Source: an optimization exercise on an open RTL-to-GDS flow (aim: small area and a short achievable clock period). Production flows keep margins and buffers that such runs may drop.
No run shown here included a check of the RTL's function; only the layout flow was run.
No activity file was given, so power comes from the tool's default toggle rates.

==> flow/design.v, too long to show whole: its modules and the start of the top module <==
// module fa: 4 lines
// module ha: 4 lines
// module top_fp_mul_N32_M23_E8: 1298 lines
module top_fp_mul_N32_M23_E8(input  wire clk,
                             input  wire [31:0] a1,
                             input  wire [31:0] b1,
                             output wire [31:0] y);
  // ...
==> flow/flow/run.sh <==
#!/bin/bash
bash standard.sh MATCH_CELL_FOOTPRINT=0 "BUFFER_PORTS_ARGS=-buffer_cell sky130_fd_sc_hd__buf_2" finish > standard.log 2>&1
==> flow/standard.sh <==
#!/bin/bash
# synth_recipe.tcl (not shown) runs the flow's synth.tcl, then flattens the netlist and writes it again
# the make line also repeats each setting of config.mk as NAME=value (left out here)
make -C /OpenROAD-flow-scripts/flow DESIGN_CONFIG=/design/flow/config.mk WORK_HOME=/design/flow/orfs CLKGATE_MAP_FILE= SYNTH_SCRIPT=/design/flow/synth_recipe.tcl "${@:-finish}"
==> flow/config.mk <==
export PLATFORM = sky130hd
export DESIGN_NAME = top_fp_mul_N32_M23_E8
export DESIGN_NICKNAME = top_fp_mul_N32_M23_E8
export VERILOG_FILES = /design/flow/design.v
export SDC_FILE = /design/flow/constraint.sdc
export NUM_CORES = 4
export LEC_CHECK = 0
export ABC_AREA = 1
export CAP_MARGIN = 20
export CORE_MARGIN = 2
export CORE_UTILIZATION = 40
export SETUP_SLACK_MARGIN = 3.75
export SLEW_MARGIN = 70
export SYNTH_HIERARCHICAL = 1
==> flow/constraint.sdc <==
create_clock -name core_clock -period 8.5 [get_ports {clk}]
set_input_delay 1.7000 -clock core_clock [delete_from_list [all_inputs] [get_ports {clk}]]
set_output_delay 1.7000 -clock core_clock [all_outputs]
set_load 0.01 [all_outputs]
==> qor.txt, run 1 <==
CTS
---------------------------------------------------------------------------------
Clock latency of the later-clocked register in the worst-skew pair .      0.44 ns
TritonCTS clock tree ...............................................        built
Sink Count .........................................................          131
Maximum clock insertion buffer count ...............................            2

STA
---------------------------------------------------------------------------------
Final Worst Setup Slack ............................................      3.75 ns
Highest attainable clock frequency .................................    0.211 GHz
Unrepaired setup endpoints after global routing ....................         true
Final Skew .........................................................    0.0236 ns

GLOBAL ROUTING
---------------------------------------------------------------------------------
Number of global-route vias before repair ..........................        14300
GRT Resource Usage Total ...........................................        23.5%
Met1 usage in global routing .......................................        32.4%
GR Util met2 .......................................................        35.9%
Global-route wire length before repair .............................     80100 um
Pin count of the biggest net entering global routing ...............           32

PWR
---------------------------------------------------------------------------------
Leading power group ................................................ combinational cells
Combinational-cell power consumption ...............................      5.64 mW
Leakage power of the design ........................................      8.29 nW
Share of power burned in combinational logic .......................        75.4%
Power density over the cells .......................................   400 mW/mm2

CRITICAL PATH
---------------------------------------------------------------------------------
Family with the most delay on the worst path .......................  adder cells
CP required ........................................................      6.80 ns
End of the worst register-to-register path .........................          rcj
Crit Reg-Reg Startpoint ............................................     negr[10]

FINAL LAYOUT
---------------------------------------------------------------------------------
Most frequent cells in the layout .................................. xor2_1 (307), fa_1 (268), o22ai_1 (263)
Layout cell share with drive strength beyond 1 .....................        13.1%
Number of filler instances in the final layout .....................         4007
Area of all sequential standard cells ..............................  0.00263 mm2
Antenna Cells ......................................................            1
Nets ...............................................................         2290
Count of multi-input combinational gates ...........................         1419

PLACED DESIGN
---------------------------------------------------------------------------------
Routability-driven placement congestion ratio ......................        0.923
Hpwl dp ............................................................     36900 um
Cell area reported after detailed placement ........................   0.0178 mm2

ROUTE
---------------------------------------------------------------------------------
Number of iterations in the first detailed-routing pass ............            5
Drt first-iter violations ..........................................         1202
Met3 Routed Length .................................................      4750 um
M1 WL ..............................................................     22300 um
Uppermost layer routed .............................................         met4

RUN STATUS
---------------------------------------------------------------------------------
Run status ......................................................... finished clean

FLOORPLAN
---------------------------------------------------------------------------------
Initial Utilization ................................................        40.4%
Well Taps ..........................................................          539

YOSYS
---------------------------------------------------------------------------------
Adder-cell share of the synthesized area ...........................        37.8%

==> run 2: changes to the inputs <==
--- a/flow/design.v
+++ b/flow/design.v
@@ -1228,41 +1228,41 @@
   fa u565 (.a(nneg[9]), .b(ra[18]), .ci(ra[19]), .s(s564), .co(c565));
   fa u567 (.a(pp10[23]), .b(pp11[21]), .ci(s564), .s(s566), .co(c567));
   fa u569 (.a(c559), .b(s566), .ci(c561), .s(s568), .co(c569));
   fa u571 (.a(n10), .b(c565), .ci(pp10[24]), .s(s570), .co(c571));
   fa u573 (.a(pp11[22]), .b(c567), .ci(s570), .s(s572), .co(c573));
   fa u575 (.a(nneg[10]), .b(ra[20]), .ci(ra[21]), .s(s574), .co(c575));
   fa u577 (.a(pp11[23]), .b(s574), .ci(c571), .s(s576), .co(c577));
   fa u579 (.a(n11), .b(c575), .ci(pp11[24]), .s(s578), .co(c579));
-  wire [20:0] lx = {c191, s188, c155, c139, c123, c109, c95, s92, c71, c61, c51, s48, c35, s32, s26, s20, s16, c13, pp1[0], pp0[1], neg[0]};
-  wire [20:0] ly = {s210, s190, s172, s154, s138, s122, s108, s94, s82, s70, s60, s50, s42, s34, s28, s22, s18, s14, s12, 1'b0, pp0[0]};
-  wire [21:0] lsum = {1'b0, lx} + {1'b0, ly};
-  wire [1:0] mx = {c231, c211};
-  wire [1:0] my = {s250, s230};
+  wire [18:0] lx = {c155, c139, c123, c109, c95, s92, c71, c61, c51, s48, c35, s32, s26, s20, s16, c13, pp1[0], pp0[1], neg[0]};
+  wire [18:0] ly = {s172, s154, s138, s122, s108, s94, s82, s70, s60, s50, s42, s34, s28, s22, s18, s14, s12, 1'b0, pp0[0]};
+  wire [19:0] lsum = {1'b0, lx} + {1'b0, ly};
+  wire [3:0] mx = {c231, c211, c191, s188};
+  wire [3:0] my = {s250, s230, s210, s190};
   wire [24:0] hx = {(c579 ^ n11), (c577 ^ s578), (c573 ^ s576), (c569 ^ s572), (c563 ^ s568), (c557 ^ s562), (c549 ^ s556), (c541 ^ s548), (c531 ^ s540), (c521 ^ s530), (c509 ^ s520), (c497 ^ s508), (c483 ^ s496), (c469 ^ s482), (c453 ^ s468), (c437 ^ s452), (c419 ^ s436), (c401 ^ s418), (c381 ^ s400), (c361 ^ s380), (c339 ^ s360), (c317 ^ s338), c295, c273, s272};
   wire [23:0] hy = {(c579 & n11), (c577 & s578), (c573 & s576), (c569 & s572), (c563 & s568), (c557 & s562), (c549 & s556), (c541 & s548), (c531 & s540), (c521 & s530), (c509 & s520), (c497 & s508), (c483 & s496), (c469 & s482), (c453 & s468), (c437 & s452), (c419 & s436), (c401 & s418), (c381 & s400), (c361 & s380), (c339 & s360), (c317 & s338), s316, s294};
   reg  [24:0] rx;           
   reg  [23:0] ry;
-  reg  [1:0] rmx, rmy;     
+  reg  [3:0] rmx, rmy;     
   reg         rcj, rS2, rs2;
   reg  [7:0]  re2;
   always @(posedge clk) begin
     rx   <= hx;
     ry   <= hy;
     rmx  <= mx;
     rmy  <= my;
-    rcj  <= lsum[21];
+    rcj  <= lsum[19];
     rS2  <= rS;
     rs2  <= rs;
     re2  <= re;
   end
-  wire [1+1:0] msum = {1'b0, rmx} + {1'b0, rmy} + {{(1+1){1'b0}}, rcj};
-  wire q_p22 = msum[1];
-  wire q_c23 = msum[1+1];
+  wire [3+1:0] msum = {1'b0, rmx} + {1'b0, rmy} + {{(3+1){1'b0}}, rcj};
+  wire q_p22 = msum[3];
+  wire q_c23 = msum[3+1];
   wire r1 = q_p22 | rS2;
   wire r0 = q_p22 & rS2;
   wire q_p0 = rx[0] ^ q_c23;
   wire q_g0 = rx[0] & q_c23;
   wire ci_n  = q_g0;                  
   wire ci_r0 = q_g0 | (q_p0 & r0);
   wire ci_r1 = q_g0 | (q_p0 & r1);
   wire [24:1] p, g;
--- a/flow/config.mk
+++ b/flow/config.mk
@@ -4,11 +4,11 @@
 export VERILOG_FILES = /design/flow/design.v
 export SDC_FILE = /design/flow/constraint.sdc
 export NUM_CORES = 4
 export LEC_CHECK = 0
 export ABC_AREA = 1
 export CAP_MARGIN = 20
 export CORE_MARGIN = 2
 export CORE_UTILIZATION = 40
-export SETUP_SLACK_MARGIN = 3.75
+export SETUP_SLACK_MARGIN = 3.5
 export SLEW_MARGIN = 70
 export SYNTH_HIERARCHICAL = 1
==> qor.txt, run 2 <==
CTS
----------------------------------------------------------------------------------
Clock Root Buffer ...................................................    clkbuf_16
Maximum clock insertion buffer count ................................            2   unchanged
Hold-fix buffer count after cts .....................................            0
Number of clock buffers inserted by TritonCTS .......................           17
Clock transition at path regs .......................................      0.06 ns
Sink Count ..........................................................          135   +3.1%
Clock latency of the later-clocked register in the worst-skew pair ..      0.45 ns   about the same
H-tree depth reported by CTS ........................................            4
TritonCTS clock tree ................................................        built

FLOORPLAN
----------------------------------------------------------------------------------
Die height ..........................................................       211 um
Core Box Area .......................................................   0.0421 mm2
Number of rows created at floorplan .................................           75
Initial Utilization .................................................        40.7%   +0.31 points
Die W ...............................................................       211 um
Die ar. .............................................................   0.0446 mm2
Ports ...............................................................           97

CRITICAL PATH
----------------------------------------------------------------------------------
Crit Path Max Fanout ................................................           13
Arrival time of data at the critical path endpoint ..................      3.04 ns
Critical Path Sink Type .............................................   output pin
CP required .........................................................      6.80 ns   about the same
Setup Crit Path Kind ................................................   reg -> out
Critical path startpoint category ...................................         flop

FINAL LAYOUT
----------------------------------------------------------------------------------
Area of all sequential standard cells ...............................  0.00271 mm2   +3.0%
Antenna Cells .......................................................            0   -1
Area overhead of the layout relative to synthesis ...................        9.93%
Most common library cell in the layout ignoring fill and taps .......      nand2_1
Registers with the highest flip-flop counts ......................... rx x25, ra x23, ry x23
Total area of multi-input combinational cells .......................   0.0133 mm2
Number of filler instances in the final layout ......................         4043   +0.90%
Nets ................................................................         2357   +2.9%
Layout cell share with drive strength beyond 1 ......................        12.6%   -0.50 points
Most frequent cells in the layout ................................... nand2_1 (298), xor2_1 (288), fa_1 (267)
Flip-flop count of the largest register, all copies and words added .           25
Largest register by flop count ......................................           rx

STA
----------------------------------------------------------------------------------
Final Worst Setup Slack .............................................      3.76 ns   +0.00680 ns
Unrepaired setup endpoints after global routing .....................         true
Highest attainable clock frequency ..................................    0.211 GHz   +0.14%
Final Skew ..........................................................    0.0122 ns   -0.0114 ns
Min Tclk post-route .................................................      4.74 ns
Worst Tran Pin Value ................................................     0.451 ns
Setup TNS Final .....................................................         0 ns
Number of endpoints with negative hold slack in the final report ....            0
Relative max-transition margin ......................................        69.9%
Slew Limit Fails ....................................................            0
Final setup violating endpoints .....................................            0
Period utilization ..................................................        55.7%

YOSYS
----------------------------------------------------------------------------------
Count of flip-flops with a built-in enable after synthesis ..........            0
Proportion of synthesized area in mux cells .........................       0.131%
Sequential area share after synthesis ...............................        15.8%
Cell type with the largest total area after synthesis ...............         fa_1
Most frequent cells after synthesis ................................. nand2_1 (299), xor2_1 (294), fa_1 (268)
Async SR Flop Fraction ..............................................           0%
Fraction of synthesized cell area in xor and xnor cells .............        15.5%
Synthesis-stage register bit count ..................................          135
Syn_area_per_cell ...................................................     8.91 um2
Gate count after technology mapping .................................         1926
Area fraction of the dominant cell type after synthesis .............        31.3%
Distinct cells, synth ...............................................           43
Share of the synthesized area in compound gates (AO/OA/AOI/OAI) .....        12.8%
Number of warnings printed during yosys synthesis ...................            7
Cells taking the most area after synthesis .......................... fa_1 (31%), dfxtp_1 (16%), xor2_1 (15%), o22ai_1 (9.6%), nand2_1 (6.5%)
Number of nets in the synthesized netlist ...........................         2339
Adder-cell share of the synthesized area ............................        37.1%   -0.66 points
Flip-flop cell with the highest count after synthesis ...............      dfxtp_1
Most common cell in the netlist .....................................      nand2_1
Largest family of logic cells by synthesized area ...................  adder cells
Mapped Area .........................................................   0.0172 mm2
Simple-gate area share of the yosys netlist .........................        11.3%

GLOBAL ROUTING
----------------------------------------------------------------------------------
Number of global-route vias before repair ...........................        14700   +3.1%
Total congestion overflow ...........................................            0
Pin count of the biggest net entering global routing ................           37   +16%
GRT Resource Usage Total ............................................        24.1%   +0.63 points
Global-route wire length before repair ..............................     82600 um   +3.2%
Initial antenna violation count .....................................            0

ROUTE
----------------------------------------------------------------------------------
Total via count in the routed design ................................        14200
M1 WL ...............................................................     22100 um   -0.86%
Vias per cell .......................................................         5.68
Total DRC errors in the routed layout ...............................            0
Drt first-iter violations ...........................................         1395   +16%
Met3 Routed Length ..................................................      5740 um   +21%
Number of nets with antenna violations after routing ................            0
Wirelength, routed ..................................................     52500 um
Routed wirelength normalized by instance count ......................      21.1 um
Uppermost layer routed ..............................................         met4
Routed wl met2 ......................................................     22700 um
Number of iterations in the first detailed-routing pass .............            6   +1

JOB
----------------------------------------------------------------------------------
Count of max-cap constraint violations ..............................            0

PLACED DESIGN
----------------------------------------------------------------------------------
Post-Place Setup Slack ..............................................      3.94 ns
Hpwl dp .............................................................     37900 um   +2.8%
Routability-driven placement congestion ratio .......................        0.957   +3.6%
Number of input and output port buffers inserted ....................           96

PWR
----------------------------------------------------------------------------------
Power density over the cells ........................................   391 mW/mm2   -2.4%
Leakage power of the design .........................................      8.52 nW   +2.8%
Worst voltage drop across the vdd grid ..............................     0.194 mV

MIN PATH
----------------------------------------------------------------------------------
HP Class ............................................................   reg -> reg

RUN STATUS
----------------------------------------------------------------------------------
Run status .......................................................... finished clean

run 2: worst max-delay path, stage by stage (launching register included):
cell and delay (ns):
dfxtp_1 0.30, ha_1 0.30, a21oi_1 0.17, nand2_1 0.07
nand2_1 0.10, nand3_1 0.12, fa_2 0.44, inv_4 0.17
nand2_1 0.09, nand3_2 0.12, nand2_1 0.06, nand2_1 0.11
nand2_1 0.08, nand2_1 0.06, nand2_1 0.05, nand2_1 0.07
nand2_1 0.06, nand2_1 0.09, buf_2 0.13
run 2: report_power, final:
group / internal [mW] / switching (mW)
Sequential: 0.916 / 0.161
Combinational: 2.34 / 3.13
Clock: 0.530 / 0.295
run 2: Yosys stat by module, one instance, submodules excluded:
module,copies in the design,area (um2)
ha,20,12.5
fa,264,20.0
top_fp_mul_N32_M23_E8,1,11600
run 2: logic make-up after synthesis:
| family | count (synthesis) |
|---|---|
| compound gates | 360 |
| xor+xnor | 303 |
| fa+ha+maj | 348 |
| buf+inv | 323 |
| flops | 135 |
| mux | 2 |
| simple gates | 455 |
run 2: timing repair:
action,in CTS,in global routing
pin swaps,0,0
endpoints found under the setup margin,2,7
cloned,0,0
buffers inserted,0,5
resized for setup,1,4
run 2: per-stage QoR:
stage	instances	power (mW)	utilization (%)	area (um2)	hold WS, ns
detailed placement	2459	6.55	43.0	18100	0.312
CTS	2490	7.47	44.6	18800	0.326
global route	2495	8.34	44.8	18900	0.327
finish	2495	7.37	44.8	18900	0.326
global placement	2459	6.32	42.7	18000	0.311
floorplan	1926	4.93	-	17200	0.310
run 2: worst paths after layout:
path / start / endpoint / slack, ns / depth (start not counted)
worst max register to register: two[2] / rcj / 3.94 / 15
worst min register to register: re[5] / re2[5] / 0.33 / 0
worst max-delay path: rmx[2] / y[20] / 3.76 / 18
worst min-delay path: re[5] / re2[5] / 0.33 / 0
run 2: final cells by class:
cell class	count	area share, %
multi-input combinational	1468	70.3
sequential	135	14.4
timing repair buffer	139	4.46
inverter	183	3.84
tap	539	3.58
clock buffer	18	2.33
clock inverter	13	1.17
run 2: routing by layer:
layer	GRT usage, %	vias up
met4	10.9	0
li1	-	6325
met1	32.5	6849
met5	0	-
met3	6.69	123
met2	36.2	884

[port drivers added, routing unchanged]
How much do the figures lean on ideal ports? The routed layouts below were timed once more, with nothing changed but the port constraints.
Step 1 sets driving cells, clkbuf_16 on the clock port and buf_2 on the other inputs (assumed; they add their load-dependent delay and slew).
Step 2, shift: input delay + t, output delay - t, t = (earliest + latest rising clock arrival at the registers) / 2. This alone moves slack from input paths to output paths.
Three values: ideal, step 1, step 2; two values: the first two.
| run | shift t [ns] | setup WS [ns] | worst setup path after step 2 | clock arrival spread, ns |
|---|---|---|---|---|
| run 1 | 0.480 | 3.755 / 3.702 / 3.803 | register to register | 0.025 / 0.024 |
| run 2 | 0.503 | 3.762 / 3.708 / 3.937 | register to register | 0.012 / 0.012 |
After both steps every run listed still meets setup and hold.
